From an optimization exercise on the open Yosys and OpenROAD flow, aimed at small area; shortcuts taken in it are not production practice.
Only simulation tests tie the RTL to the original design; equivalence was not proved.
The clock cells of runs 4 to 7 and 9 come from the design's own scripts or RTL, not from TritonCTS.
The flow treats the clock pin as an ideal source. Dropping or thinning the clock tree relies on that and would not hold on a real chip.
Power figures rest on the tool's default switching activity, not on a simulated workload.

==> design/flow/design.v <==
module sevenseg(data, show);
input   [3:0]  data;
output  [6:0]  show;
assign show[0] = (data[3] & data[2] & data[1]) | (~data[2] & ~data[1] & data[0]);
assign show[1] = (~data[3] & data[2] & data[1]) | (~data[3] & data[2] & data[0]);
assign show[2] = (~data[3] & ~data[2] & data[1] & ~data[0]);
assign show[3] = (~data[3] & ~data[2] & data[0]) | (data[3] & data[2] & data[1]);
assign show[4] = (data[0]);
assign show[5] = (~data[2] & data[0]) | (~data[3] & ~data[2] & data[1]);
assign show[6] = (~data[1] & ~data[0]) | (~data[3] & ~data[2] & data[0]);
endmodule
module sevenseg6(data, show);
input   [2:0]  data;
output  [6:0]  show;
assign show[0] = (data[2] & ~data[0]) | (~data[2] & data[1] & data[0]);
assign show[1] = (data[2] & data[1]);
assign show[2] = (~data[2] & ~data[1] & data[0]);
assign show[3] = (data[2] & ~data[0]) | (~data[2] & data[1] & data[0]);
assign show[4] = (data[2]) | (data[1] & data[0]);
assign show[5] = (~data[1] & data[0]) | (data[2] & ~data[1]);
assign show[6] = (~data[0]);
endmodule
module debounce(clk, rst, button, pressed);
input   clk, rst, button;
output  pressed;
reg  [8:0]  last;
parameter   INV    = 9'b010101010;
parameter   QSTATE = 9'd67;    
wire [8:0] s   = last ^ INV;
wire       q   = (s == QSTATE);
wire       clr = rst | button;
wire       fb  = ~(s[8] ^ s[4]);
wire [8:0] sn;
assign pressed = q;
assign sn[0]   = ~clr & (q | fb);
assign sn[8:1] = (clr | q) ? 8'd0 : s[7:0];
always @ (posedge clk)
  last <= sn ^ INV;
endmodule
`timescale 1 ns/ 1 ns
module count(clk, rst, key_reset, key_start_pause, key_display,
                    hex0, hex1, hex2, hex3, hex4, hex5,
                    led0, led1, led2, led3                  );
input          clk, rst, key_reset, key_start_pause, key_display;
output  [6:0]  hex0, hex1, hex2, hex3, hex4, hex5;
output         led0, led1, led2, led3;
reg         led0, led1, led2;
reg [4:0]   cnt;
reg [3:0]   s0, s1, s2, s4;
reg [2:0]   s3, s5;
wire [3:0]  d0, d1, d2, d4;
wire [2:0]  d3, d5;
wire        l0, l1, l2, l3, l4, l5;
wire reset_set, start_set, display_set;
assign led3 = 1'b0;
sevenseg  led8_0(.data(s0), .show(hex0));
sevenseg  led8_1(.data(s1), .show(hex1));
sevenseg  led8_2(.data(s2), .show(hex2));
sevenseg6 led8_3(.data(s3), .show(hex3));
sevenseg  led8_4(.data(s4), .show(hex4));
sevenseg6 led8_5(.data(s5), .show(hex5));
debounce rst_key(.clk(clk), .rst(rst), .button(key_reset), .pressed(reset_set));
debounce stt(.clk(clk), .rst(rst), .button(key_start_pause), .pressed(start_set));
debounce dsp(.clk(clk), .rst(rst), .button(key_display), .pressed(display_set));
wire clr = rst | reset_set;
always @ (posedge clk)
begin
  led0 <= ~clr & (start_set | led0);
  led1 <= ~clr & (start_set ^ led1);
  led2 <= ~clr & (display_set ^ led2);
end
parameter TINV = 5'b01010;
wire [4:0] t     = cnt ^ TINV;
wire       pulse = (t == 5'd9);
wire       run   = led1;
wire [4:0] tn;
assign tn[0]   = ~clr & (pulse ? run : (run ? ~(t[4] ^ t[2]) : t[0]));
assign tn[4:1] = (clr | pulse) ? 4'd0 : (run ? t[3:0] : t[4:1]);
always @ (posedge clk)
  cnt <= tn ^ TINV;
digit10 dg0(.clk(clk), .clr(clr), .cin(pulse), .d(d0), .isl(l0));
digit10 dg1(.clk(clk), .clr(clr), .cin(l0), .d(d1), .isl(l1));
digit10 dg2(.clk(clk), .clr(clr), .cin(l1), .d(d2), .isl(l2));
digit6  dg3(.clk(clk), .clr(clr), .cin(l2), .d(d3), .isl(l3));
digit10 dg4(.clk(clk), .clr(clr), .cin(l3), .d(d4), .isl(l4));
digit6  dg5(.clk(clk), .clr(clr), .cin(l4), .d(d5), .isl(l5));
wire hold = led2 & ~rst;
wire load = ~led2 & ~rst;
always @ (posedge clk)
begin
  s0 <= (s0 & {4{hold}}) | (d0 & {4{load}});
  s1 <= (s1 & {4{hold}}) | (d1 & {4{load}});
  s2 <= (s2 & {4{hold}}) | (d2 & {4{load}});
  s3 <= (s3 & {3{hold}}) | (d3 & {3{load}});
  s4 <= (s4 & {4{hold}}) | (d4 & {4{load}});
  s5 <= (s5 & {3{hold}}) | (d5 & {3{load}});
end
endmodule
module digit10(clk, clr, cin, d, isl);
input          clk, clr, cin;
output reg [3:0] d;
output         isl;
wire [4:0] x = {cin, d};
assign isl = (d[2] & ~d[1] & ~d[0]);
always @ (posedge clk)
begin
  d[0] <= ~clr & ((~x[4] & x[0]) | (x[4] & ~x[0]) | (x[4] & x[3] & x[1]));
  d[1] <= ~clr & ((~x[4] & x[1]) | (~x[3] & x[1]) | (x[4] & ~x[2] & x[0]) | (x[4] & ~x[3] & x[0]));
  d[2] <= ~clr & ((x[2] & x[0]) | (x[4] & x[3]) | (~x[4] & x[2] & x[1]));
  d[3] <= ~clr & ((x[3] & ~x[2]) | (~x[4] & x[3]) | (x[4] & ~x[2] & x[1]));
end
endmodule
module digit6(clk, clr, cin, d, isl);
input          clk, clr, cin;
output reg [2:0] d;
output         isl;
wire [3:0] x = {cin, d};
assign isl = (d[1] & ~d[0]);
always @ (posedge clk)
begin
  d[0] <= ~clr & ((~x[1] & x[0]) | (~x[2] & x[0]) | (~x[3] & x[0]) | (x[3] & x[2] & ~x[1]));
  d[1] <= ~clr & ((x[1] & x[0]) | (x[3] & x[2] & x[0]));
  d[2] <= ~clr & ((~x[3] & x[2]) | (x[3] & ~x[2]));
end
endmodule
==> design/flow/flow/run.sh <==
#!/bin/bash
# Own layout flow: the standard layout (standard.sh), with
#  - synthesis mapped by ABC for area (my_synth.tcl, area.abc), no adder extraction;
#  - the smallest buffer on the ports;
#  - small clock buffers.
set -euo pipefail
W=$(pwd)
sed -e "s|SYNTH_SCRIPT=[^ ]*|SYNTH_SCRIPT=$W/flow/my_synth.tcl ADDER_MAP_FILE=|" standard.sh > own_standard.sh
bash own_standard.sh \
  "BUFFER_PORTS_ARGS=-buffer_cell sky130_fd_sc_hd__buf_1" \
  "CTS_ARGS=-sink_clustering_enable -repair_clock_nets -buf_list sky130_fd_sc_hd__clkbuf_8 -root_buf sky130_fd_sc_hd__clkbuf_8 -sink_clustering_size 80 -sink_clustering_max_diameter 500 -dont_use_dummy_load" \
  finish > make.log 2>&1
==> design/flow/flow/area.abc <==
strash
&get -n
&st
&dch -f
&nf -R 1000
&put
topo
==> design/flow/flow/my_synth.tcl <==
# Standard synthesis (synth_recipe.tcl), except that ABC maps with the area
# script beside this file and without a delay target.
set my_abc_script [file join [file dirname [file normalize [info script]]] area.abc]
proc synth {args} { yosys synth -nofsm -noshare {*}$args }
proc abc {args} {
  global my_abc_script
  set out {}
  set skip 0
  foreach a $args {
    if {$skip} { set skip 0; continue }
    if {$a eq "-script" || $a eq "-D"} { set skip 1; continue }
    lappend out $a
  }
  yosys abc -script $my_abc_script {*}$out
}
source $::env(SCRIPTS_DIR)/synth.tcl
# left out here: clear keep_hierarchy, flatten, clean up, hide names made inside functions, write 1_2_yosys.v
==> design/flow/standard.sh <==
#!/bin/bash
# synth_recipe.tcl (not shown) runs the flow's synth.tcl, then flattens the netlist and writes it again
# the make line also repeats each setting of config.mk as NAME=value (left out here)
make -C /OpenROAD-flow-scripts/flow DESIGN_CONFIG=/design/flow/config.mk WORK_HOME=/design/flow/orfs CLKGATE_MAP_FILE= SYNTH_SCRIPT=/design/flow/synth_recipe.tcl "${@:-finish}"
==> design/flow/config.mk <==
export PLATFORM = sky130hd
export DESIGN_NAME = count
export DESIGN_NICKNAME = count
export VERILOG_FILES = /design/flow/design.v
export SDC_FILE = /design/flow/constraint.sdc
export NUM_CORES = 4
export LEC_CHECK = 0
export CAP_MARGIN = 20
export CORE_MARGIN = 2
export CORE_UTILIZATION = 50
export SLEW_MARGIN = 20
==> design/flow/constraint.sdc <==
create_clock -name core_clock -period 5.0 [get_ports {clk}]
set_input_delay 1.0000 -clock core_clock [delete_from_list [all_inputs] [get_ports {clk}]]
set_output_delay 1.0000 -clock core_clock [all_outputs]
set_load 0.01 [all_outputs]
==> impl_metrics.csv, run 1 <==
group,metric,value,unit
finish,design_area,3244,sq um
timing,hold_violations,0,
global_routing,grt_pass1_wl,8638,um
placement,place_congestion,0.7637,
route,drt-total-wl,5219,um
critical_path,rr_startpoint,"rst_key.last[4]",
critical_path,worstPathMaxFanout,6,
timing,relSlewSlack,52.80,%
cts,cts.path.max_buffers,2,
power,peakVddDrop,0.2048,mV
synth,synth_top_area_share,55.12,%
synth,synth_edf_count,0,
timing,min_period,2.483,ns
die,initial_core_util,51.78,%
critical_path,reg2reg_depth,7,
finish,nets,382,
cts,htree_levels,3,
die,die_x,79.75,um
timing,tns,0,ns
synth,ys_types,29,
cts,cts_buffers,9,
synth,synth.avg_cell_area,8.966,sq um
die,die_h,79.75,um
die,rows,27,
route,dr_total_vias,2345,
placement,port_buffers,49,
power,p_leak,1.175,nW
timing,maxSlewViolCount,0,
run_status,status,"complete, no violations",
timing,finalCritPeriodShare,49.66,%
synth,syn-cell-area,2869,sq um
timing,setup_ws,2.517,ns
worst_hold_path,hp-class,"register to register",
critical_path,endpoint_kind,"primary output",
global_routing,grt_pass1_vias,1965,
cts,cts_root_buffer,"clkbuf_8",
synth,synthArstFlopShare,0,%
synth,ys_ff_latch,79,
global_routing,grtUsageTotal,17.45,%
route,drc,0,
synth,synth_fp_nets,325,
synth,ys_seq_area_share,55.12,%
timing,worst_slew_pin_slew,0.7065,ns
timing,finalClockSkew,0.01104,ns
cts,cts_sinks,79,
route,firstDrtPassIters,6,
timing,hold_ws,0.3851,ns
critical_path,crit_type,"register to primary output",
timing,rsz0062_at_grt,"no",
synth,synthFlopType,"dfxtp_1",
timing,max_freq,0.4028,GHz
flow_run,maxCapViolCount,0,
die,core,5540,sq um
placement,pre_cts_ws,2.537,ns
critical_path,endpoint,"hex3[3]",
finish,finish.utilization,58.56,%
global_routing,grt_max_degree,23,
cts,worstSkewPairLatency,0.33,ns
finish,num_antenna_cells,0,
route,wire_per_inst,11.68,um
die,io_pins,51,
power,power.density,307.6,nW/um^2
timing,finalSetupViolCount,0,
route,viasPerCell,5.246,
cts,clkTransAtPathRegs,0.07,ns
die,die_area,6360,sq um
placement,placed_area,3120,sq um
critical_path,r2r_slack,3.12,ns
cts,cts_tree,"yes",
cts,post-cts-setup-buffer-count,0,
route,drtAntennaViolNets,0,
finish,post_route_cells_drive_above_1_share,3.467,%
synth,synth_top_cell_by_area,"dfxtp_1",
global_routing,grt-ovfl-total,0,
finish,area_growth,13.08,%
critical_path,r2r_end,"led1",
synth,synthCells,320,
synth,synth.area.top_cells,"dfxtp_1 (55%), nor2_1 (7.5%), a22o_1 (6.7%)",
cts,cts_resized,0,
global_routing,antenna_found_initial,0,
route,drtIter0Drc,134,
placement,hpwl,3544,um
critical_path,crit_path_start,"s3[2]",
cts,cts_hold_buffers,0,
critical_path,cp.arrival,1.48,ns
synth,yosys_warnings,4,
critical_path,startpoint_type,"register",
critical_path,required,4.00,ns
## logic make-up after synthesis
group | synth area share, %
other | 0.1307
muxes | 0.6978
buffers and inverters | 2.486
AOI/OAI and AO/OA | 17.53
and+or+nand+nor | 22.81
xor gates and xnor gates | 1.221
DFF | 55.12
## power breakdown
| part | switching, W | internal (W) |
|---|---|---|
| clock | 0.000187 | 0.000161 |
| combinational | 0.0000129 | 0.00000447 |
| sequential | 0.00000128 | 0.000631 |
| total | 0.000201 | 0.000797 |
## metrics by stage
step,instances,power (W)
5_1_grt,447,0.001034
3_5_place_dp,438,0.0006645
6_report,447,0.0009980
3_3_place_gp,438,0.0006645
4_1_cts,447,0.001013
2_1_floorplan,320,0.0006572
## layout by cell type, fill, tap and decap left out, drive strengths merged, types with 3 or more instances in the layout
master  synthesis  routed
a211oi          4       4
a21oi          25      25
o22ai           4       4
nor3b           4       4
a22o           22      22
dfxtp          79      79
nor3           16      16
nand2b          7       7
nand2          34      34
buf             7      53
o21ai          20      20
nor2b           6       6
clkinv          5       5
nor2           57      57
nand3           4       4
clkbuf          0       9
xor2            3       3
and2            4       4
nor4            4       4
## Yosys cell counts, types with 5 or more instances
cell type and instances:
a21oi_1 25, a22o_1 22, buf_4 7, clkinv_1 5, dfxtp_1 79, nand2_1 34, nand2b_1 7, nor2_1 57
nor2b_1 6, nor3_1 16, o21ai_0 20
## area by class of cell
cell class | instances | area, sq um
repair buffers | 53 | 214.0
inverters | 5 | 18.77
well taps | 72 | 90.09
multi-input cells | 229 | 1216
fillers | 532 | 2296
clock buffers | 9 | 123.9
flip-flops and latches | 79 | 1582
## per-layer routing
| layer | GRT usage, % | wire length [um] | up-vias |
|---|---|---|---|
| li1 | - | - | 1229 |
| met1 | 23.07 | 2609 | 1048 |
| met2 | 26.30 | 2252 | 57 |
| met3 | 3.846 | 229 | 11 |
| met4 | 10.00 | 128 | 0 |
| met5 | 0 | 0 | - |
## state kept, by name, indices dropped and copies added (netlist names), 4 cells and up
name and count:
dsp.last 9, rst_key.last 9, stt.last 9, cnt 5
dg0.d 4, dg1.d 4, dg2.d 4, dg4.d 4
s0 4, s1 4, s2 4, s4 4
## how the worst min path moves through the flow
stage / depth (start not counted) / to / slack, ns / from
after floorplan: 1 / dsp.last[3] / 0.35 / dsp.last[2]
after global placement: 1 / rst_key.last[1] / 0.37 / rst_key.last[0]
after detailed placement: 1 / dsp.last[3] / 0.37 / dsp.last[2]
after CTS: 1 / dsp.last[7] / 0.39 / dsp.last[6]
after global routing: 1 / stt.last[3] / 0.40 / stt.last[2]
final: 1 / dsp.last[3] / 0.39 / dsp.last[2]
## worst max-delay path, cell delays in order, from the launching register on
cell and delay [ns]:
dfxtp_1 0.42, nor2_1 0.08, nor2_1 0.12, a21boi_0 0.34, buf_1 0.19
==> inputs of run 2 (changes only) <==
==> design/flow/flow/run.sh (replaced) <==
#!/bin/bash
# Own layout flow: the standard layout (standard.sh), with
#  - synthesis mapped by ABC for area (my_synth.tcl, area.abc), no adder extraction;
#  - the smallest buffer on the ports;
#  - a small two-level clock tree built by manual_cts.tcl in place of CTS.
set -euo pipefail
W=$(pwd)
sed -e "s|SYNTH_SCRIPT=[^ ]*|SYNTH_SCRIPT=$W/flow/my_synth.tcl ADDER_MAP_FILE=|" standard.sh > own_standard.sh
bash own_standard.sh \
  "BUFFER_PORTS_ARGS=-buffer_cell sky130_fd_sc_hd__buf_1" \
  "PRE_CTS_TCL=$W/flow/manual_cts.tcl" \
  finish > make.log 2>&1
==> design/flow/flow/manual_cts.tcl (new file) <==
# PRE_CTS_TCL hook: replaces clock_tree_synthesis by a small two-level clock
# tree. The clock pins are split into manual_cts_groups groups by recursive
# bisection of their positions; each group gets a leaf buffer at its centre,
# and one root buffer, driven by the clock port, drives the leaf buffers.
set manual_cts_root sky130_fd_sc_hd__clkbuf_4
set manual_cts_leaf sky130_fd_sc_hd__clkbuf_4
set manual_cts_groups 8

rename clock_tree_synthesis orfs_clock_tree_synthesis

proc manual_cts_split {sinks k} {
  if {$k <= 1 || [llength $sinks] < 2} { return [list $sinks] }
  set xs {}; set ys {}
  foreach s $sinks { lappend xs [lindex $s 1]; lappend ys [lindex $s 2] }
  set dx [expr {[tcl::mathfunc::max {*}$xs] - [tcl::mathfunc::min {*}$xs]}]
  set dy [expr {[tcl::mathfunc::max {*}$ys] - [tcl::mathfunc::min {*}$ys]}]
  set axis [expr {$dx >= $dy ? 1 : 2}]
  set sorted [lsort -integer -index $axis $sinks]
  set k1 [expr {$k / 2}]
  set h [expr {[llength $sorted] * $k1 / $k}]
  return [concat [manual_cts_split [lrange $sorted 0 [expr {$h - 1}]] $k1] \
                 [manual_cts_split [lrange $sorted $h end] [expr {$k - $k1}]]]
}

proc manual_cts_centre {items} {
  set sx 0; set sy 0
  foreach s $items { set sx [expr {$sx + [lindex $s 1]}]; set sy [expr {$sy + [lindex $s 2]}] }
  set n [llength $items]
  return [list [expr {$sx / $n}] [expr {$sy / $n}]]
}

proc manual_cts_buffer {block master name in_net out_name loc} {
  set buf [odb::dbInst_create $block $master $name]
  set out [odb::dbNet_create $block $out_name]
  $out setSigType CLOCK
  [$buf findITerm A] connect $in_net
  [$buf findITerm X] connect $out
  $buf setLocation [lindex $loc 0] [lindex $loc 1]
  $buf setPlacementStatus PLACED
  return $out
}

proc clock_tree_synthesis {args} {
  global manual_cts_root manual_cts_leaf manual_cts_groups
  set block [ord::get_db_block]
  set db [ord::get_db]
  set root_master [$db findMaster $manual_cts_root]
  set leaf_master [$db findMaster $manual_cts_leaf]
  foreach src [get_property [all_clocks] sources] {
    set name [get_full_name $src]
    set net [$block findNet $name]
    set sinks {}
    foreach it [$net getITerms] {
      set loc [[$it getInst] getLocation]
      lappend sinks [list $it [lindex $loc 0] [lindex $loc 1]]
    }
    set groups [manual_cts_split $sinks $manual_cts_groups]
    set centres {}
    foreach g $groups { lappend centres [concat x [manual_cts_centre $g]] }
    set root_net [manual_cts_buffer $block $root_master clkbuf_root_$name $net \
      clknet_root_$name [manual_cts_centre $centres]]
    set i 0
    foreach g $groups c $centres {
      set leaf_net [manual_cts_buffer $block $leaf_master clkbuf_leaf_${i}_$name $root_net \
        clknet_leaf_${i}_$name [lrange $c 1 2]]
      foreach s $g {
        set it [lindex $s 0]
        $it disconnect
        $it connect $leaf_net
      }
      puts "manual clock tree: leaf $i ($manual_cts_leaf) drives [llength $g] clock pins"
      incr i
    }
  }
  set_propagated_clock [all_clocks]
}
--- a/design/flow/config.mk
+++ b/design/flow/config.mk
@@ -7,5 +7,7 @@
 export LEC_CHECK = 0
 export CAP_MARGIN = 20
 export CORE_MARGIN = 2
-export CORE_UTILIZATION = 50
+export CORE_UTILIZATION = 65
+export GPL_TIMING_DRIVEN = 0
+export PLACE_DENSITY = 0.8
 export SLEW_MARGIN = 20
==> impl_metrics.csv, run 2 <==
group,metric,value,unit
die,rows,24,
run_status,firstError,"Error: cts.tcl, 36 can't read \"manual_cts_root\": no such variable",
synth,ys_seq_area_share,55.12,%
placement,hpwl,3630,um
synth,synthArstFlopShare,0,%
synth,synth_top_cell_by_area,"dfxtp_1",
synth,yosys_warnings,4,
placement,port_buffers,49,
synth,synth_edf_count,0,
synth,synth_fp_nets,325,
synth,ys_ff_latch,79,
placement,place_congestion,0.8230,
synth,synthFlopType,"dfxtp_1",
die,die_h,70.44,um
synth,yosysMostFrequentCell,"dfxtp_1",
run_status,failed_stage,"clock tree synthesis (4_1_cts)",
synth,synth.area.top_cells,"dfxtp_1 (55%), nor2_1 (7.5%), a22o_1 (6.7%)",
die,die_x,70.44,um
die,io_pins,51,
synth,synthTopCellsByCount,"dfxtp_1 (79), nor2_1 (57), nand2_1 (34)",
die,initial_core_util,66.81,%
synth,synthCells,320,
run_status,status,"did not finish",
synth,synth_top_area_share,55.12,%
synth,synth.avg_cell_area,8.966,sq um
synth,ys_types,29,
synth,syn-cell-area,2869,sq um
run 2: cell counts after synthesis:
No cell type changed its count.
run 2: how the worst min path moves through the flow:
stage / start / end / depth (start not counted)
floorplan: dsp.last[2] / dsp.last[3] / 1
global placement: dsp.last[2] / dsp.last[3] / 1
detailed placement: dsp.last[6] / dsp.last[7] / 1
run 2: cells by family after synthesis:
logic type      after synthesis  synth area share (%)
buf+inv                      12                 2.486
simple gates                143                 22.81
other cells                   1                0.1307
flops                        79                 55.12
mux                           2                0.6978
compound gates               79                 17.53
xor+xnor                      4                 1.221
run 2: stage by stage:
step / worst slack [ns] / cell area [sq um] / utilization, % / std cells
detailed placement: 2.503 / 3141 / 73.14 / 422
global placement: 1.900 / 3118 / 72.61 / 421
floorplan: 2.783 / 2869 / - / 320
run 2: power groups by stage:
| stage | Clock (W) | Sequential [W] | Combinational [W] |
|---|---|---|---|
| global placement | 0 | 0.000647 | 0.0000165 |
| floorplan | 0 | 0.000646 | 0.0000108 |
| detailed placement | 0 | 0.000647 | 0.0000179 |
==> inputs of run 3 (changes only) <==
--- a/design/flow/config.mk
+++ b/design/flow/config.mk
@@ -7,7 +7,6 @@
 export LEC_CHECK = 0
 export CAP_MARGIN = 20
 export CORE_MARGIN = 2
-export CORE_UTILIZATION = 65
+export CORE_UTILIZATION = 50
 export GPL_TIMING_DRIVEN = 0
-export PLACE_DENSITY = 0.8
 export SLEW_MARGIN = 20
==> impl_metrics.csv, run 3 <==
group,metric,value,unit
synth,yosys.area_share.adder,0,%
placement,port_buffers,49,
synth,synthCells,320,
die,die_x,79.75,um
synth,synth-simple-area-share,22.81,%
synth,synth_edf_count,0,
run_status,firstError,"Error: cts.tcl, 36 can't read \"manual_cts_root\": no such variable",
synth,synth_top_family_by_area,"simple AND/OR/NAND/NOR gates",
synth,synth.area.top_cells,"dfxtp_1 (55%), nor2_1 (7.5%), a22o_1 (6.7%)",
placement,place_congestion,0.7898,
placement,pre_cts_ws,2.507,ns
synth,synthTopCellsByCount,"dfxtp_1 (79), nor2_1 (57), nand2_1 (34)",
synth,synth_top_cell_by_area,"dfxtp_1",
synth,yosys_warnings,4,
synth,yosysMostFrequentCell,"dfxtp_1",
synth,ys_ff_latch,79,
synth,ys_types,29,
die,die_h,79.75,um
die,io_pins,51,
run_status,status,"did not finish",
synth,synthXorXnorAreaFrac,1.221,%
synth,syn-cell-area,2869,sq um
synth,synthArstFlopShare,0,%
die,rows,27,
synth,synthFlopType,"dfxtp_1",
synth,synth_top_area_share,55.12,%
synth,synth.avg_cell_area,8.966,sq um
die,initial_core_util,51.78,%
run_status,failed_stage,"clock tree synthesis (4_1_cts)",
placement,hpwl,3777,um
placement,placed_area,3196,sq um
synth,ys_seq_area_share,55.12,%
synth,synth_fp_nets,325,
synth,synth-compound-area-share,17.53,%
synth,synthMuxAreaShare,0.6978,%
==> run 3: cell counts after synthesis <==
Identical to the previous run, type by type.
==> run 3: cells by family after synthesis <==
group | Yosys count
flip-flops | 79
other | 1
AND/OR/NAND/NOR | 143
AO/OA/AOI/OAI | 79
XOR/XNOR | 4
buffers and inverters | 12
multiplexers | 2
==> run 3: metrics by stage <==
| stage | hold slack, ns | instances |
|---|---|---|
| detailed placement | 0.3630 | 444 |
| global placement | 0.3637 | 441 |
| floorplan | 0.3527 | 320 |
==> run 3: worst max path at each step <==
stage,cells past startpoint,slack [ns],endpoint,start
2_1_floorplan,4,2.78,hex3[3],s3[2]
3_3_place_gp,4,1.76,rst_key.last[7],rst
3_5_place_dp,4,2.51,dg2.d[3],rst
==> run 3: power by group through the flow <==
stage / logic [W] / registers, W / clock network (W)
2_1_floorplan: 0.0000108 / 0.000646 / 0
3_5_place_dp: 0.0000198 / 0.000647 / 0
3_3_place_gp: 0.0000172 / 0.000647 / 0
==> inputs of run 4 (changes only) <==
--- a/design/flow/flow/manual_cts.tcl
+++ b/design/flow/flow/manual_cts.tcl
@@ -2,9 +2,9 @@
 # tree. The clock pins are split into manual_cts_groups groups by recursive
 # bisection of their positions; each group gets a leaf buffer at its centre,
 # and one root buffer, driven by the clock port, drives the leaf buffers.
-set manual_cts_root sky130_fd_sc_hd__clkbuf_4
-set manual_cts_leaf sky130_fd_sc_hd__clkbuf_4
-set manual_cts_groups 8
+set ::manual_cts_root sky130_fd_sc_hd__clkbuf_4
+set ::manual_cts_leaf sky130_fd_sc_hd__clkbuf_4
+set ::manual_cts_groups 8
 
 rename clock_tree_synthesis orfs_clock_tree_synthesis
 
==> impl_metrics.csv, run 4 <==
group,metric,value,unit
run_status,status,"complete, no violations",
die,die_h,79.75,um
timing,hold_violations,0,
timing,max_freq,0.3643,GHz
finish,reg_top3,"dsp.last (9), rst_key.last (9), stt.last (9)",
critical_path,startpoint_type,"register",
global_routing,grtUsageTotal,16.79,%
synth,synth.avg_cell_area,8.966,sq um
worst_hold_path,hp-start,"stt.last[6]",
finish,design_area,3263,sq um
cts,clkTransAtPathRegs,0.10,ns
finish,final_cell_mix,"dfxtp_1 (79), nor2_1 (56), buf_1 (49)",
timing,setup_ws,2.255,ns
route,dr_total_vias,2369,
critical_path,crit_path_start,"s3[2]",
synth,synthMuxAreaShare,0.6978,%
global_routing,antenna_found_initial,0,
placement,hpwl,3777,um
timing,tns,0,ns
finish,layout_commonest_cell,"dfxtp_1",
critical_path,cp.arrival,1.75,ns
finish,n_fill_cell,531,
die,rows,27,
worst_hold_path,hp-class,"register to register",
synth,yosys_warnings,4,
synth,synthArstFlopShare,0,%
finish,finish.utilization,58.90,%
synth,synth_top_area_share,55.12,%
synth,synth-simple-area-share,22.81,%
power,p_leak,1.192,nW
finish,area_growth,13.74,%
route,firstDrtPassIters,4,
cts,post-cts-setup-buffer-count,0,
finish,post_route_cells_drive_above_1_share,5.774,%
critical_path,endpoint_kind,"primary output",
finish,nets,388,
die,initial_core_util,51.78,%
timing,min_period,2.745,ns
timing,finalClockSkew,0.01335,ns
synth,synthCells,320,
critical_path,worstPathMaxFanout,6,
timing,maxSlewViolCount,0,
finish,num_antenna_cells,0,
synth,synth_fp_nets,325,
critical_path,r2r_slack,3.10,ns
critical_path,critPathTopFamily,"flip-flops",
critical_path,crit_type,"register to primary output",
synth,ys_ff_latch,79,
placement,place_congestion,0.7898,
route,viasPerCell,5.230,
power,power.density,280.1,nW/um^2
global_routing,grt-ovfl-total,0,
synth,synth.area.top_cells,"dfxtp_1 (55%), nor2_1 (7.5%), a22o_1 (6.7%)",
synth,synthFlopType,"dfxtp_1",
route,drc,0,
critical_path,cp_common_cell,"nor2_1",
placement,port_buffers,49,
worst_hold_path,whs_endpoint,"stt.last[7]",
critical_path,rr_startpoint,"rst_key.last[4]",
global_routing,grt_pass1_wl,9087,um
timing,relSlewSlack,43.30,%
synth,synthTopCellsByCount,"dfxtp_1 (79), nor2_1 (57), nand2_1 (34)",
critical_path,reg2reg_depth,6,
power,peakVddDrop,0.1894,mV
global_routing,grt_max_degree,20,
synth,syn-cell-area,2869,sq um
critical_path,r2r_end,"dg2.d[3]",
timing,worst_slew_pin_slew,0.8434,ns
die,io_pins,51,
flow_run,maxCapViolCount,0,
route,drt-total-wl,5234,um
critical_path,path_buf_inv,2,
critical_path,path_cells,"nor2_1 > nor2_1 > a21boi_0 > buf_4 > buf_1",
die,die_area,6360,sq um
placement,placed_area,3196,sq um
placement,pre_cts_ws,2.507,ns
critical_path,cpPeakStageDelay,0.45,ns
cts,cts_resized,0,
die,die_x,79.75,um
synth,yosys.area_share.adder,0,%
synth,synth_top_family_by_area,"simple AND/OR/NAND/NOR gates",
die,core,5540,sq um
synth,yosysMostFrequentCell,"dfxtp_1",
global_routing,grt_pass1_vias,2063,
timing,finalCritPeriodShare,54.90,%
timing,finalSetupViolCount,0,
synth,synth_top_cell_by_area,"dfxtp_1",
synth,synth_edf_count,0,
route,drtIter0Drc,121,
synth,synthXorXnorAreaFrac,1.221,%
synth,ys_seq_area_share,55.12,%
synth,ys_types,29,
timing,rsz0062_at_grt,"no",
critical_path,required,4.00,ns
route,drtAntennaViolNets,0,
cts,cts_hold_buffers,0,
synth,synth-compound-area-share,17.53,%
route,wire_per_inst,11.55,um
critical_path,cp_slowest_cell,"dfxtp_1",
worst_hold_path,hold_depth,1,
cts,worstSkewPairLatency,0.41,ns
## run 4: worst max path at each step
| stage | to | cells after the start | slack, ns |
|---|---|---|---|
| after floorplan | hex3[3] | 4 | 2.78 |
| after global placement | rst_key.last[7] | 4 | 1.76 |
| after detailed placement | dg2.d[3] | 4 | 2.51 |
| after CTS | hex3[3] | 5 | 2.23 |
| after global routing | hex3[3] | 5 | 2.14 |
| final | hex3[3] | 5 | 2.25 |
## run 4: worst register-to-register path, stage by stage (launching register included)
cell      delay (ns)
dfxtp_1         0.35
nor2_1          0.10
nand2_1         0.07
nor4_1          0.31
or2_1           0.63
buf_6           0.24
a211oi_1        0.06
## run 4: metrics by stage
step / hold WS (ns) / std cells / power (W)
floorplan: 0.3527 / 320 / 0.0006572
global placement: 0.3637 / 441 / 0.0006640
detailed placement: 0.3630 / 444 / 0.0006666
CTS: 0.3863 / 453 / 0.0009275
global route: 0.4022 / 453 / 0.0009535
finish: 0.3829 / 453 / 0.0009139
## run 4: cell type report
type / count / area, sq um / area share, %
Buffer: 16 / 120.1 / 3.681
Inverter: 5 / 18.77 / 0.5752
Tap cell: 72 / 90.09 / 2.761
Timing Repair Buffer: 52 / 225.2 / 6.902
Multi-Input combinational cell: 229 / 1227 / 37.62
Sequential cell: 79 / 1582 / 48.47
## run 4: logic make-up after synthesis
family,count (synthesis)
simple gates,143
compound gates,79
flops,79
buf+inv,12
xor+xnor,4
mux,2
other cells,1
## run 4: report_power, final
| part | internal, W | switching [W] |
|---|---|---|
| Sequential | 0.000631 | 0.00000113 |
| Combinational | 0.00000594 | 0.0000135 |
| Clock | 0.0000837 | 0.000179 |
## run 4: routing by layer
layer | vias up | GRT usage (%) | wire length (um)
met3 | 10 | 1.244 | 206
met5 | - | 0 | 0
met2 | 52 | 28.07 | 2320
li1 | 1245 | - | -
met1 | 1062 | 24.08 | 2607
met4 | 0 | 3.390 | 99
==> inputs of run 5 (changes only) <==
--- a/design/flow/config.mk
+++ b/design/flow/config.mk
@@ -7,6 +7,7 @@
 export LEC_CHECK = 0
 export CAP_MARGIN = 20
 export CORE_MARGIN = 2
-export CORE_UTILIZATION = 50
+export CORE_UTILIZATION = 65
 export GPL_TIMING_DRIVEN = 0
+export PLACE_DENSITY = 0.8
 export SLEW_MARGIN = 20
==> impl_metrics.csv, run 5 <==
group,metric,value,unit
power,p_sw_share,20.30,%
timing,hold_ws,0.3882,ns
timing,finalCritPeriodShare,51.14,%
power,p_leak,1.177,nW
critical_path,cp.arrival,1.56,ns
run_status,status,"complete, no violations",
finish,multi_input_area,1227,sq um
timing,finalClockSkew,0.005255,ns
synth,synthTopCellsByCount,"dfxtp_1 (79), nor2_1 (57), nand2_1 (34)",
critical_path,r2r_end,"led1",
finish,area_growth,11.82,%
power,seq_power_share,70.0,%
synth,yosysMostFrequentCell,"dfxtp_1",
die,die_area,4961,sq um
route,wire_per_inst,11.50,um
timing,hold_violations,0,
synth,synth_edf_count,0,
die,core,4294,sq um
critical_path,cp_slowest_cell,"dfxtp_1",
synth,synthCells,320,
route,drtAntennaViolNets,0,
finish,seq_area,1582,sq um
timing,relSlewSlack,39.80,%
synth,ys_types,29,
finish,reg_top3,"dsp.last (9), rst_key.last (9), stt.last (9)",
flow_run,maxCapViolCount,0,
critical_path,cp_common_cell,"nor2_1",
critical_path,startpoint_type,"register",
die,rows,24,
global_routing,grt_pass1_vias,2031,
placement,hpwl,3630,um
placement,place_congestion,0.8230,
critical_path,path_cells,"nor2_1 > nor2_1 > a21boi_0 > buf_4 > buf_1",
worst_hold_path,whs_endpoint,"dsp.last[7]",
power,peakVddDrop,0.2422,mV
synth,yosys_warnings,4,
finish,layout_commonest_cell,"dfxtp_1",
cts,post-cts-setup-buffer-count,0,
global_routing,grt_pass1_wl,8562,um
critical_path,worstPathMaxFanout,6,
synth,synth.avg_cell_area,8.966,sq um
critical_path,path_buf_inv,2,
finish,nets,386,
route,drtIter0Drc,108,
die,io_pins,51,
synth,ys_seq_area_share,55.12,%
global_routing,grtUsageTotal,19.98,%
timing,rsz0062_at_grt,"no",
critical_path,r2r_slack,3.15,ns
die,die_x,70.44,um
power,clkPwrFrac,28.0,%
cts,clkTransAtPathRegs,0.09,ns
critical_path,endpoint_kind,"primary output",
synth,synth_top_area_share,55.12,%
power,switchingPower,0.0001833,W
timing,max_freq,0.3911,GHz
route,drt-total-wl,4955,um
power,intPower,0.0007197,W
synth,syn-cell-area,2869,sq um
worst_hold_path,hp-start,"dsp.last[6]",
synth,ys_ff_latch,79,
finish,n_fill_cell,350,
finish,num_antenna_cells,0,
critical_path,critPathTopFamily,"flip-flops",
worst_hold_path,hold_depth,1,
route,firstDrtPassIters,4,
power,power.density,281.5,nW/um^2
die,die_h,70.44,um
critical_path,rr_startpoint,"rst_key.last[4]",
critical_path,required,4.00,ns
critical_path,crit_type,"register to primary output",
global_routing,grt_max_degree,23,
finish,post_route_cells_drive_above_1_share,5.277,%
timing,worst_slew_pin_slew,0.9020,ns
timing,maxSlewViolCount,0,
route,viasPerCell,5.401,
synth,synthFlopType,"dfxtp_1",
timing,min_period,2.557,ns
finish,final_cell_mix,"dfxtp_1 (79), nor2_1 (56), buf_1 (49)",
global_routing,antenna_found_initial,0,
route,dr_total_vias,2328,
synth,synthArstFlopShare,0,%
critical_path,cpPeakStageDelay,0.43,ns
cts,cts_resized,0,
finish,design_area,3208,sq um
synth,synth.area.top_cells,"dfxtp_1 (55%), nor2_1 (7.5%), a22o_1 (6.7%)",
synth,synth_top_cell_by_area,"dfxtp_1",
die,initial_core_util,66.81,%
timing,tns,0,ns
placement,port_buffers,49,
synth,synth_fp_nets,325,
cts,worstSkewPairLatency,0.38,ns
global_routing,grt-ovfl-total,0,
placement,placed_area,3141,sq um
route,drc,0,
power,power_frac_comb,2.0,%
critical_path,reg2reg_depth,7,
worst_hold_path,hp-class,"register to register",
timing,finalSetupViolCount,0,
cts,cts_hold_buffers,0,
[run 5: final cells by class]
| type | count | area share, % |
|---|---|---|
| repair buffers | 50 | 6.084 |
| plain buffers | 16 | 3.744 |
| flip-flops and latches | 79 | 49.30 |
| multi-input cells | 229 | 38.26 |
| inverters | 5 | 0.5850 |
| well taps | 52 | 2.028 |
[run 5: cell families after synthesis]
family                    share of synthesized area [%]
xor gates and xnor gates                          1.221
AOI/OAI and AO/OA                                 17.53
DFF                                               55.12
and+or+nand+nor                                   22.81
muxes                                            0.6978
buffers and inverters                             2.486
other                                            0.1307
[run 5: power groups by stage]
stage / clock network (W) / logic (W) / registers [W]
3_3_place_gp: 0 / 0.0000165 / 0.000647
2_1_floorplan: 0 / 0.0000108 / 0.000646
4_1_cts: 0.000260 / 0.0000180 / 0.000632
3_5_place_dp: 0 / 0.0000179 / 0.000647
6_report: 0.000253 / 0.0000180 / 0.000632
5_1_grt: 0.000281 / 0.0000203 / 0.000633
[run 5: through the flow]
stage | utilization (%) | setup slack, ns | std cells | total power (W)
4_1_cts | 74.71 | 2.423 | 431 | 0.0009098
3_5_place_dp | 73.14 | 2.503 | 422 | 0.0006647
3_3_place_gp | 72.61 | 1.900 | 421 | 0.0006632
5_1_grt | 74.71 | 2.283 | 431 | 0.0009344
2_1_floorplan | - | 2.783 | 320 | 0.0006572
6_report | 74.71 | 2.443 | 431 | 0.0009030
[run 5: worst max path at each step]
stage | depth (start not counted) | to | startpoint
5_1_grt | 5 | hex3[3] | s3[2]
4_1_cts | 5 | hex5[3] | s5[2]
3_5_place_dp | 5 | led1 | rst
6_report | 5 | hex5[3] | s5[2]
3_3_place_gp | 4 | rst_key.last[1] | rst
2_1_floorplan | 4 | hex3[3] | s3[2]
[run 5: routing by layer]
metal  vias up  share of wire (%)  GRT usage (%)
met4         0               0.71          2.991
li1       1235                  -              -
met3         4                3.4          1.876
met2        38                 48          35.53
met1      1051                 48          26.93
met5         -                  0              0
==> inputs of run 6 (changes only) <==
--- a/design/flow/flow/run.sh
+++ b/design/flow/flow/run.sh
@@ -8,5 +8,6 @@
 sed -e "s|SYNTH_SCRIPT=[^ ]*|SYNTH_SCRIPT=$W/flow/my_synth.tcl ADDER_MAP_FILE=|" standard.sh > own_standard.sh
 bash own_standard.sh \
   "BUFFER_PORTS_ARGS=-buffer_cell sky130_fd_sc_hd__buf_1" \
+  "SYNTH_INSBUF=0" \
   "PRE_CTS_TCL=$W/flow/manual_cts.tcl" \
   finish > make.log 2>&1
==> design/flow/config.mk (replaced) <==
export PLATFORM = sky130hd
export DESIGN_NAME = count
export DESIGN_NICKNAME = count
export VERILOG_FILES = /design/flow/design.v
export SDC_FILE = /design/flow/constraint.sdc
export NUM_CORES = 4
export LEC_CHECK = 0
export CAP_MARGIN = 0
export CORE_MARGIN = 2
export CORE_UTILIZATION = 65
export GPL_TIMING_DRIVEN = 0
export PLACE_DENSITY = 0.8
export SLEW_MARGIN = 0
==> impl_metrics.csv, run 6 <==
group,metric,value,unit
run_status,status,"complete, no violations",
timing,hold_violations,0,
cts,cts_hold_buffers,0,
finish,reg_top3,"dsp.last (9), rst_key.last (9), stt.last (9)",
synth,synthFlopType,"dfxtp_1",
timing,tns,0,ns
synth,synth.area.top_cells,"dfxtp_1 (56%), nor2_1 (7.6%), a22o_1 (6.8%)",
finish,num_antenna_cells,0,
route,drc,0,
critical_path,reg2reg_depth,4,
die,io_pins,51,
finish,design_area,3169,sq um
critical_path,endpoint_kind,"primary output",
critical_path,path_buf_inv,1,
route,viasPerCell,5.614,
global_routing,grt_pass1_wl,8652,um
critical_path,worstPathMaxFanout,6,
route,firstDrtPassIters,4,
timing,finalClockSkew,0.006974,ns
power,power.density,288.9,nW/um^2
synth,ys_types,28,
synth,synth_top_cell_by_area,"dfxtp_1",
critical_path,cp.arrival,1.47,ns
finish,area_growth,12.53,%
critical_path,path_cells,"nor2_1 > nor2_1 > a21boi_0 > buf_1",
critical_path,cp_common_cell,"nor2_1",
route,dr_total_vias,2369,
critical_path,cp_num_cells,4,
global_routing,grt_pass1_vias,1971,
placement,placed_area,3095,sq um
timing,worst_slew_pin_slew,0.9128,ns
power,peakVddDrop,0.2893,mV
finish,nets,379,
finish,post_route_cells_drive_above_1_share,3.495,%
synth,synth_top_area_share,56.15,%
finish,final_cell_mix,"dfxtp_1 (79), nor2_1 (56), buf_1 (49)",
critical_path,cpPeakStageDelay,0.44,ns
route,drtAntennaViolNets,0,
critical_path,startpoint_type,"register",
route,drtIter0Drc,217,
route,drt-total-wl,5268,um
synth,synth_fp_nets,318,
global_routing,grtUsageTotal,20.47,%
synth,synth.avg_cell_area,8.998,sq um
die,die_h,69.83,um
critical_path,cp_slowest_cell,"dfxtp_1",
synth,yosysMostFrequentCell,"dfxtp_1",
synth,ys_seq_area_share,56.15,%
worst_hold_path,hp-class,"register to register",
synth,syn-cell-area,2816,sq um
die,core,4086,sq um
synth,yosys_warnings,4,
worst_hold_path,hold_depth,1,
timing,finalCritPeriodShare,49.33,%
timing,relSlewSlack,39.08,%
synth,ys_ff_latch,79,
die,rows,23,
global_routing,grt_max_degree,29,
synth,synthArstFlopShare,0,%
flow_run,maxCapViolCount,0,
timing,maxSlewViolCount,0,
timing,max_freq,0.4054,GHz
placement,port_buffers,49,
finish,layout_commonest_cell,"dfxtp_1",
critical_path,critPathTopFamily,"flip-flops",
cts,cts_resized,0,
critical_path,crit_type,"register to primary output",
cts,clkTransAtPathRegs,0.10,ns
power,p_leak,1.146,nW
cts,post-cts-setup-buffer-count,0,
die,die_area,4876,sq um
timing,finalSetupViolCount,0,
die,initial_core_util,68.92,%
global_routing,grt-ovfl-total,0,
synth,synth_edf_count,0,
route,wire_per_inst,12.48,um
timing,rsz0062_at_grt,"no",
critical_path,required,4.00,ns
placement,hpwl,3618,um
cts,worstSkewPairLatency,0.41,ns
die,die_x,69.83,um
timing,min_period,2.467,ns
placement,place_congestion,0.8306,
synth,synthTopCellsByCount,"dfxtp_1 (79), nor2_1 (57), nand2_1 (34)",
global_routing,antenna_found_initial,0,
synth,synthCells,313,
-- run 6: cell count changes after synthesis, sizes merged --
cell / delta
buf: -7
-- run 6: through the flow --
| step | power [W] | worst slack [ns] | utilization [%] | hold WS, ns | cells |
|---|---|---|---|---|---|
| final | 0.0009157 | 2.533 | 77.56 | 0.3901 | 422 |
| after global routing | 0.0009513 | 2.361 | 77.56 | 0.4026 | 422 |
| after CTS | 0.0009236 | 2.526 | 77.40 | 0.3906 | 422 |
| after detailed placement | 0.0006663 | 2.632 | 75.75 | 0.3663 | 413 |
| after global placement | 0.0006628 | 1.893 | 74.95 | 0.3576 | 412 |
| after floorplan | 0.0006566 | 2.826 | - | 0.3527 | 313 |
-- run 6: report_power, final --
part | leakage (nW) | switching (W) | internal (W)
clock | 0.0414 | 0.000180 | 0.0000837
sequential | 0.638 | 0.00000122 | 0.000631
combinational | 0.467 | 0.0000137 | 0.00000575
-- run 6: routing by layer --
metal  routed length (um)  global-route usage, %
met3                  273                  1.890
met4                  103                  5.556
met2                 2389                  33.86
met5                    0                      0
met1                 2502                  28.78
-- run 6: layout make-up --
type	instances	area [sq um]
timing repair buffer	50	211.5
tap	50	62.56
inverter	5	18.77
fill	292	917.1
multi-input combinational	229	1227
buffer	9	67.56
sequential	79	1582
-- run 6: cells by family after synthesis --
group,share of synthesized area [%]
mux,0.7108
flops,56.15
xor+xnor,1.244
buf+inv,0.6664
compound gates,17.86
simple gates,23.23
other cells,0.1331
-- run 6: final timing paths --
check / from / to / slack [ns]
setup / recovery: s5[2] / hex5[3] / 2.53
hold / removal: stt.last[6] / stt.last[7] / 0.39
setup reg to reg: cnt[2] / cnt[0] / 3.38
hold reg to reg: stt.last[6] / stt.last[7] / 0.39
==> inputs of run 7 (changes only) <==
--- a/design/flow/flow/run.sh
+++ b/design/flow/flow/run.sh
@@ -8,6 +8,6 @@
 sed -e "s|SYNTH_SCRIPT=[^ ]*|SYNTH_SCRIPT=$W/flow/my_synth.tcl ADDER_MAP_FILE=|" standard.sh > own_standard.sh
 bash own_standard.sh \
   "BUFFER_PORTS_ARGS=-buffer_cell sky130_fd_sc_hd__buf_1" \
-  "SYNTH_INSBUF=0" \
+  "MIN_BUF_CELL_AND_PORTS=sky130_fd_sc_hd__buf_1 A X" \
   "PRE_CTS_TCL=$W/flow/manual_cts.tcl" \
   finish > make.log 2>&1
==> impl_metrics.csv, run 7 <==
group,metric,value,unit
run_status,status,"complete, no violations",
critical_path,cp_slowest_cell,"dfxtp_1",
placement,place_congestion,0.7580,
route,drtIter0Drc,108,
critical_path,path_cells,"nor2_1 > nor2_1 > a21boi_0 > buf_1 > buf_1",
finish,reg_top3,"dsp.last (9), rst_key.last (9), stt.last (9)",
critical_path,worstPathMaxFanout,6,
global_routing,grt_pass1_vias,2010,
critical_path,cp.arrival,1.51,ns
route,dr_total_vias,2344,
die,io_pins,51,
timing,hold_ws,0.3911,ns
timing,finalClockSkew,0.007802,ns
timing,tns,0,ns
finish,nets,386,
finish,area_growth,12.06,%
synth,synth-compound-area-share,17.69,%
critical_path,crit_type,"register to primary output",
global_routing,grt-ovfl-total,0,
synth,synthTopCellsByCount,"dfxtp_1 (79), nor2_1 (57), nand2_1 (34)",
worst_hold_path,hp-class,"register to register",
critical_path,endpoint_kind,"primary output",
timing,min_period,2.511,ns
synth,ys_seq_area_share,55.63,%
finish,seq_area,1582,sq um
synth,syn-cell-area,2843,sq um
timing,maxSlewViolCount,0,
die,rows,24,
finish,finish.utilization,74.18,%
route,drt-total-wl,4944,um
cts,worstSkewPairLatency,0.40,ns
synth,yosys_warnings,4,
synth,synth-simple-area-share,23.02,%
power,switchingPower,0.0001881,W
synth,synth.area.top_cells,"dfxtp_1 (56%), nor2_1 (7.5%), a22o_1 (6.8%)",
critical_path,cpPeakStageDelay,0.43,ns
timing,finalSetupViolCount,0,
critical_path,required,4.00,ns
power,p_sw_share,20.72,%
placement,port_buffers,49,
placement,placed_area,3112,sq um
cts,post-cts-setup-buffer-count,0,
die,die_x,70.13,um
route,firstDrtPassIters,4,
synth,synth_top_family_by_area,"simple AND/OR/NAND/NOR gates",
synth,synthMuxAreaShare,0.7042,%
cts,cts_hold_buffers,0,
finish,num_antenna_cells,0,
finish,design_area,3186,sq um
route,wire_per_inst,11.47,um
timing,max_freq,0.3983,GHz
synth,ys_ff_latch,79,
die,initial_core_util,66.20,%
finish,final_cells,431,
synth,synth.avg_cell_area,8.884,sq um
synth,yosys.area_share.adder,0,%
die,die_h,70.13,um
finish,layout_commonest_cell,"dfxtp_1",
route,drc,0,
global_routing,grtUsageTotal,20.15,%
synth,synthFlopType,"dfxtp_1",
finish,post_route_cells_drive_above_1_share,3.430,%
critical_path,startpoint_type,"register",
power,p_leak,1.149,nW
finish,final_cell_mix,"dfxtp_1 (79), nor2_1 (56), buf_1 (56)",
cts,clkTransAtPathRegs,0.10,ns
cts,cts_resized,0,
flow_run,maxCapViolCount,0,
synth,synth_top_area_share,55.63,%
route,viasPerCell,5.439,
synth,yosysMostFrequentCell,"dfxtp_1",
timing,finalCritPeriodShare,50.22,%
synth,synth_fp_nets,325,
finish,n_fill_cell,352,
route,drtAntennaViolNets,0,
synth,synthXorXnorAreaFrac,1.232,%
finish,multi_input_area,1227,sq um
synth,synthArstFlopShare,0,%
power,power.density,284.9,nW/um^2
synth,synthCells,320,
die,die_area,4918,sq um
power,seq_power_share,69.7,%
die,core,4294,sq um
power,power_frac_comb,2.0,%
placement,dp.cells,422,
timing,hold_violations,0,
timing,worst_slew_pin_slew,0.8802,ns
global_routing,antenna_found_initial,0,
power,clkPwrFrac,28.4,%
synth,synth_top_cell_by_area,"dfxtp_1",
power,intPower,0.0007196,W
global_routing,grt_pass1_wl,8611,um
synth,ys_types,29,
global_routing,grt_max_degree,23,
timing,rsz0062_at_grt,"no",
placement,hpwl,3459,um
timing,relSlewSlack,41.25,%
power,peakVddDrop,0.2066,mV
synth,synth_edf_count,0,
## run 7: cell count changes after synthesis
| cell | before | now |
|---|---|---|
| buf_1 | 0 | 7 |
## run 7: metrics by stage
step / total power (W) / setup WS [ns]
2_1_floorplan: 0.0006569 / 2.799
5_1_grt: 0.0009398 / 2.293
3_3_place_gp: 0.0006633 / 1.843
3_5_place_dp: 0.0006651 / 2.610
4_1_cts: 0.0009162 / 2.457
6_report: 0.0009077 / 2.489
## run 7: kinds of logic (layout without fill, tap and decap cells)
kind of cell	count (synthesis)	in the layout
multiplexers	2	2
other	1	1
XOR/XNOR	4	4
buffers and inverters	12	71
AND/OR/NAND/NOR	143	143
flip-flops	79	79
AO/OA/AOI/OAI	79	79
## run 7: power groups by stage
stage                     clock [W]  combinational [W]  sequential [W]
after floorplan                   0          0.0000104        0.000646
after global placement            0          0.0000165        0.000647
after detailed placement          0          0.0000183        0.000647
after CTS                  0.000266          0.0000183        0.000632
after global routing       0.000287          0.0000203        0.000633
final                      0.000257          0.0000181        0.000632
## run 7: worst max-delay path, delay by kind of cell (launching register included)
kind                   cells  cell delay, ns
buffers and inverters      2            0.26
AOI/OAI and AO/OA          1            0.24
DFF                        1            0.43
and+or+nand+nor            2            0.19
## run 7: cell type report
class / instances / area share, %
repair buffers: 50 / 6.245
inverters: 5 / 0.5892
plain buffers: 16 / 2.946
flip-flops and latches: 79 / 49.65
multi-input cells: 229 / 38.53
well taps: 52 / 2.042
## run 7: final timing paths
check / startpoint / endpoint / slack (ns) / cells after the start
max: s5[2] / hex5[3] / 2.49 / 5
min: dsp.last[6] / dsp.last[7] / 0.39 / 1
max reg2reg: rst_key.last[4] / dg1.d[3] / 3.33 / 6
min reg2reg: dsp.last[6] / dsp.last[7] / 0.39 / 1
## run 7: per-layer routing
metal / share of wire [%] / GRT usage [%] / routed length [um]
met1: 48 / 29.32 / 2393
met4: 2.1 / 4.487 / 102
met5: 0 / 0 / 0
met3: 3.4 / 1.587 / 169
met2: 46 / 33.12 / 2279
==> inputs of run 8 (changes only) <==
--- a/design/flow/design.v
+++ b/design/flow/design.v
@@ -1,13 +1,13 @@
 module sevenseg(data, show);
 input   [3:0]  data;
 output  [6:0]  show;
-assign show[0] = (data[3] & data[2] & data[1]) | (~data[2] & ~data[1] & data[0]);
-assign show[1] = (~data[3] & data[2] & data[1]) | (~data[3] & data[2] & data[0]);
+assign show[0] = (data[2] & ~data[0]) | (~data[3] & ~data[1] & data[0]);
+assign show[1] = (data[2] & data[0]);
 assign show[2] = (~data[3] & ~data[2] & data[1] & ~data[0]);
-assign show[3] = (~data[3] & ~data[2] & data[0]) | (data[3] & data[2] & data[1]);
-assign show[4] = (data[0]);
-assign show[5] = (~data[2] & data[0]) | (~data[3] & ~data[2] & data[1]);
-assign show[6] = (~data[1] & ~data[0]) | (~data[3] & ~data[2] & data[0]);
+assign show[3] = (~data[1] & data[0]) | (data[2] & ~data[0]);
+assign show[4] = (~data[2] & data[0]) | (~data[3] & data[2]);
+assign show[5] = (~data[1] & data[0]) | (~data[3] & ~data[2] & data[1]);
+assign show[6] = (~data[1]);
 endmodule
 module sevenseg6(data, show);
 input   [2:0]  data;
@@ -101,13 +101,13 @@
 output reg [3:0] d;
 output         isl;
 wire [4:0] x = {cin, d};
-assign isl = (d[2] & ~d[1] & ~d[0]);
+assign isl = (d[3] & ~d[1] & ~d[0]);
 always @ (posedge clk)
 begin
-  d[0] <= ~clr & ((~x[4] & x[0]) | (x[4] & ~x[0]) | (x[4] & x[3] & x[1]));
-  d[1] <= ~clr & ((~x[4] & x[1]) | (~x[3] & x[1]) | (x[4] & ~x[2] & x[0]) | (x[4] & ~x[3] & x[0]));
-  d[2] <= ~clr & ((x[2] & x[0]) | (x[4] & x[3]) | (~x[4] & x[2] & x[1]));
-  d[3] <= ~clr & ((x[3] & ~x[2]) | (~x[4] & x[3]) | (x[4] & ~x[2] & x[1]));
+  d[0] <= ~clr & ((~x[4] & x[0]) | (x[4] & ~x[0]) | (x[4] & x[2]));
+  d[1] <= ~clr & ((~x[3] & x[1]) | (~x[4] & x[1]) | (x[4] & ~x[1] & x[0]) | (x[1] & ~x[0]));
+  d[2] <= ~clr & ((~x[3] & x[2]) | (~x[4] & x[2]) | (x[4] & ~x[3] & x[1] & x[0]));
+  d[3] <= ~clr & ((x[3] & x[1]) | (x[3] & x[0]) | (x[4] & x[2] & x[0]));
 end
 endmodule
 module digit6(clk, clr, cin, d, isl);
--- a/design/flow/flow/run.sh
+++ b/design/flow/flow/run.sh
@@ -2,6 +2,7 @@
 # Own layout flow: the standard layout (standard.sh), with
 #  - synthesis mapped by ABC for area (my_synth.tcl, area.abc), no adder extraction;
 #  - the smallest buffer on the ports;
+#  - drivers of high-fanout nets upsized before repair_design (upsize.tcl);
 #  - a small two-level clock tree built by manual_cts.tcl in place of CTS.
 set -euo pipefail
 W=$(pwd)
@@ -9,5 +10,6 @@
 bash own_standard.sh \
   "BUFFER_PORTS_ARGS=-buffer_cell sky130_fd_sc_hd__buf_1" \
   "MIN_BUF_CELL_AND_PORTS=sky130_fd_sc_hd__buf_1 A X" \
+  "PRE_RESIZE_TCL=$W/flow/upsize.tcl" \
   "PRE_CTS_TCL=$W/flow/manual_cts.tcl" \
   finish > make.log 2>&1
==> design/flow/flow/upsize.tcl (new file) <==
# Upsizes the drivers of high-fanout nets to a stronger cell of the same
# function, so that repair_design need not buffer them.
proc my_upsize_fanout {min_fanout} {
  set db [ord::get_db]
  foreach net [[ord::get_db_block] getNets] {
    if {[$net getSigType] ne "SIGNAL"} continue
    set drv ""; set n 0
    foreach it [$net getITerms] {
      if {[$it isOutputSignal]} { set drv $it } else { incr n }
    }
    if {$drv eq "" || $n < $min_fanout} continue
    set inst [$drv getInst]
    set m [[$inst getMaster] getName]
    if {![regexp {^(.*)_([01])$} $m -> base size]} continue
    foreach s {2 4} {
      set new [$db findMaster ${base}_$s]
      if {$new ne "NULL" && $new ne ""} {
        $inst swapMaster $new
        puts "upsized [$inst getName] $m -> ${base}_$s (fanout $n)"
        break
      }
    }
  }
}
my_upsize_fanout 12
--- a/design/flow/config.mk
+++ b/design/flow/config.mk
@@ -7,7 +7,7 @@
 export LEC_CHECK = 0
 export CAP_MARGIN = 0
 export CORE_MARGIN = 2
-export CORE_UTILIZATION = 65
+export CORE_UTILIZATION = 80
 export GPL_TIMING_DRIVEN = 0
-export PLACE_DENSITY = 0.8
+export PLACE_DENSITY = 0.9
 export SLEW_MARGIN = 0
==> impl_metrics.csv, run 8 <==
group,metric,value,unit
synth,synth_top_area_share,56.13,%
die,initial_core_util,83.78,%
die,die_h,63.35,um
synth,synthFlopType,"dfxtp_1",
synth,synth_top_cell_by_area,"dfxtp_1",
synth,synth_fp_nets,318,
synth,synth.avg_cell_area,9.002,sq um
run_status,firstError,"[ERROR GPL-0301] Utilization 100.424 % exceeds 100%.",
synth,ys_types,31,
synth,yosys_warnings,4,
synth,yosysMostFrequentCell,"dfxtp_1",
run_status,failed_stage,"global placement (3_3_place_gp)",
die,die_x,63.35,um
synth,synthArstFlopShare,0,%
synth,ys_seq_area_share,56.13,%
synth,synth_edf_count,0,
die,rows,21,
synth,synthCells,313,
synth,ys_ff_latch,79,
run_status,status,"did not finish",
synth,synth.area.top_cells,"dfxtp_1 (56%), nor2_1 (7.5%), a22o_1 (6.8%)",
die,io_pins,51,
synth,syn-cell-area,2818,sq um
synth,synthTopCellsByCount,"dfxtp_1 (79), nor2_1 (56), nand2_1 (35)",
placement,port_buffers,49,
## run 8: cell types whose count changed after synthesis, moves of 4 or more
cell	change
a21oi_1	-6
o22ai_1	-4
clkinv_1	+4
or3_1	+5
o21ai_0	-7
nor2b_1	-4
buf_1	-4
## run 8: cells by family after synthesis
family | synth area share (%)
and+or+nand+nor | 23.80
DFF | 56.13
AOI/OAI and AO/OA | 16.39
buffers and inverters | 1.598
xor gates and xnor gates | 1.244
muxes | 0.7105
other | 0.1331
==> inputs of run 9 (changes only) <==
--- a/design/flow/config.mk
+++ b/design/flow/config.mk
@@ -7,7 +7,7 @@
 export LEC_CHECK = 0
 export CAP_MARGIN = 0
 export CORE_MARGIN = 2
-export CORE_UTILIZATION = 80
+export CORE_UTILIZATION = 65
 export GPL_TIMING_DRIVEN = 0
-export PLACE_DENSITY = 0.9
+export PLACE_DENSITY = 0.8
 export SLEW_MARGIN = 0
==> impl_metrics.csv, run 9 <==
group,metric,value,unit
critical_path,startpoint_type,"register",
die,die_h,69.84,um
die,rows,23,
timing,hold_violations,0,
critical_path,cpPeakStageDelay,0.44,ns
die,core,4086,sq um
timing,rsz0062_at_grt,"no",
finish,post_route_cells_drive_above_1_share,3.504,%
synth,synth_edf_count,0,
critical_path,path_buf_inv,2,
timing,finalSetupViolCount,0,
route,wire_per_inst,12.45,um
finish,area_growth,11.55,%
route,viasPerCell,5.575,
critical_path,path_cells,"nor2_1 > nor2_1 > a21boi_0 > buf_1 > buf_1",
placement,hpwl,3608,um
placement,place_congestion,0.8286,
critical_path,critPathTopFamily,"flip-flops",
synth,synthFlopType,"dfxtp_1",
synth,synth_top_cell_by_area,"dfxtp_1",
global_routing,grt-ovfl-total,0,
cts,cts_hold_buffers,0,
synth,synthTopCellsByCount,"dfxtp_1 (79), nor2_1 (56), nand2_1 (35)",
power,power,0.0009073,W
critical_path,worstPathMaxFanout,6,
critical_path,endpoint_kind,"primary output",
flow_run,maxCapViolCount,0,
synth,ys_types,31,
finish,finish.utilization,76.91,%
global_routing,antenna_found_initial,0,
synth,ys_ff_latch,79,
global_routing,grt_pass1_wl,8818,um
synth,yosys_warnings,4,
synth,synthArstFlopShare,0,%
power,power.density,288.7,nW/um^2
finish,layout_commonest_cell,"dfxtp_1",
critical_path,required,4.00,ns
route,drtAntennaViolNets,0,
cts,cts_resized,0,
critical_path,r2r_slack,3.28,ns
critical_path,cp.arrival,1.71,ns
timing,relSlewSlack,42.10,%
power,peakVddDrop,0.2307,mV
die,initial_core_util,68.95,%
global_routing,grt_max_degree,31,
cts,clkTransAtPathRegs,0.10,ns
critical_path,crit_type,"register to primary output",
route,drc,0,
die,die_area,4878,sq um
synth,synth.area.top_cells,"dfxtp_1 (56%), nor2_1 (7.5%), a22o_1 (6.8%)",
synth,synth_fp_nets,318,
synth,synthCells,313,
timing,min_period,2.712,ns
timing,max_freq,0.3688,GHz
route,drtIter0Drc,96,
route,dr_total_vias,2347,
finish,reg_top3,"dsp.last (9), rst_key.last (9), stt.last (9)",
critical_path,cp_slowest_cell,"dfxtp_1",
finish,final_cell_mix,"dfxtp_1 (79), nor2_1 (55), buf_1 (52)",
finish,num_antenna_cells,0,
synth,syn-cell-area,2818,sq um
placement,port_buffers,49,
global_routing,grt_pass1_vias,2051,
route,firstDrtPassIters,4,
power,p_leak,1.156,nW
finish,nets,378,
timing,maxSlewViolCount,0,
synth,ys_seq_area_share,56.13,%
cts,post-cts-setup-buffer-count,0,
synth,yosysMostFrequentCell,"dfxtp_1",
timing,tns,0,ns
synth,synth_top_area_share,56.13,%
worst_hold_path,hp-class,"register to register",
global_routing,grtUsageTotal,20.75,%
run_status,status,"complete, no violations",
timing,finalClockSkew,0.004574,ns
synth,synth.avg_cell_area,9.002,sq um
timing,worst_slew_pin_slew,0.8647,ns
route,drt-total-wl,5243,um
die,die_x,69.84,um
die,io_pins,51,
cts,worstSkewPairLatency,0.40,ns
timing,finalCritPeriodShare,54.23,%
## run 9: cell counts after synthesis
No cell type changed its count.
## run 9: cells by family after synthesis
group,synth area share [%]
AND/OR/NAND/NOR,23.80
flip-flops,56.13
other,0.1331
multiplexers,0.7105
buffers and inverters,1.598
AO/OA/AOI/OAI,16.39
XOR/XNOR,1.244
## run 9: final timing paths
kind,from,endpoint,cells past startpoint
min reg2reg,stt.last[2],stt.last[3],1
min,stt.last[2],stt.last[3],1
max,s3[2],hex3[3],5
max reg2reg,cnt[4],dg0.d[2],4
## run 9: worst register-to-register path: stages (launching register included)
cell      delay, ns
dfxtp_1        0.35
nor4_2         0.75
and3_1         0.28
nor2_1         0.05
a211oi_1       0.20
## run 9: metal layers
layer  GRT usage (%)  wire [um]  vias to the layer above
li1                -          -                     1214
met2           35.98       2417                       67
met1           28.17       2472                     1054
met3           1.890        260                       12
met4           4.701         92                        0
met5               0          0                        -
## run 9: power breakdown
part | switching [W] | internal, W | leakage [nW] | total [W]
logic | 0.0000126 | 0.00000391 | 0.477 | 0.0000165
registers | 0.00000123 | 0.000631 | 0.638 | 0.000632
clock network | 0.000175 | 0.0000837 | 0.0414 | 0.000259
total | 0.000189 | 0.000719 | 1.16 | 0.000907
## run 9: cell type report
type                       instances  area, sq um
multi-input combinational        222         1202
buffer                            12        78.83
tap                               50        62.56
timing repair buffer              49        183.9
inverter                           9        33.78
fill                             319        943.4
sequential                        79         1582
## run 9: per-stage QoR
stage / setup slack [ns] / hold WS [ns] / area, sq um / instances
2_1_floorplan: 2.799 / 0.3578 / 2818 / 313
3_3_place_gp: 1.872 / 0.3635 / 3064 / 412
3_5_place_dp: 2.649 / 0.3752 / 3069 / 412
4_1_cts: 2.289 / 0.3944 / 3137 / 421
5_1_grt: 2.201 / 0.4107 / 3143 / 421
6_report: 2.288 / 0.3972 / 3143 / 421

-- separate check: timing with driven ports --
The flow's constraints put no driver on any port. The routed layouts listed below were extracted and timed again, unchanged, in two steps.
Step 1 assumes that a clkbuf_16 drives the clock port and a buf_2 every other input.
Step 2 adds t to the input delays and takes it off the output delays; t is the mean of the earliest and latest rising clock arrival at the registers after step 1. Input paths then give back, and output paths get back, about the clock's delay inside the block.
Three values: no drivers, after step 1, after step 2; two values: the first two.
run	t, ns	slack for setup (ns)	clock arrival spread, ns
run 1	0.357	2.517 / 2.487 / 2.524	0.012 / 0.012
run 4	0.425	2.255 / 2.230 / 2.540	0.014 / 0.013
run 5	0.404	2.443 / 2.421 / 2.511	0.006 / 0.006
run 6	0.432	2.533 / 2.508 / 2.655	0.009 / 0.009
run 7	0.416	2.489 / 2.466 / 2.628	0.008 / 0.008
run 9	0.420	2.288 / 2.264 / 2.684	0.005 / 0.005
After both steps setup and hold are still met in every run listed.
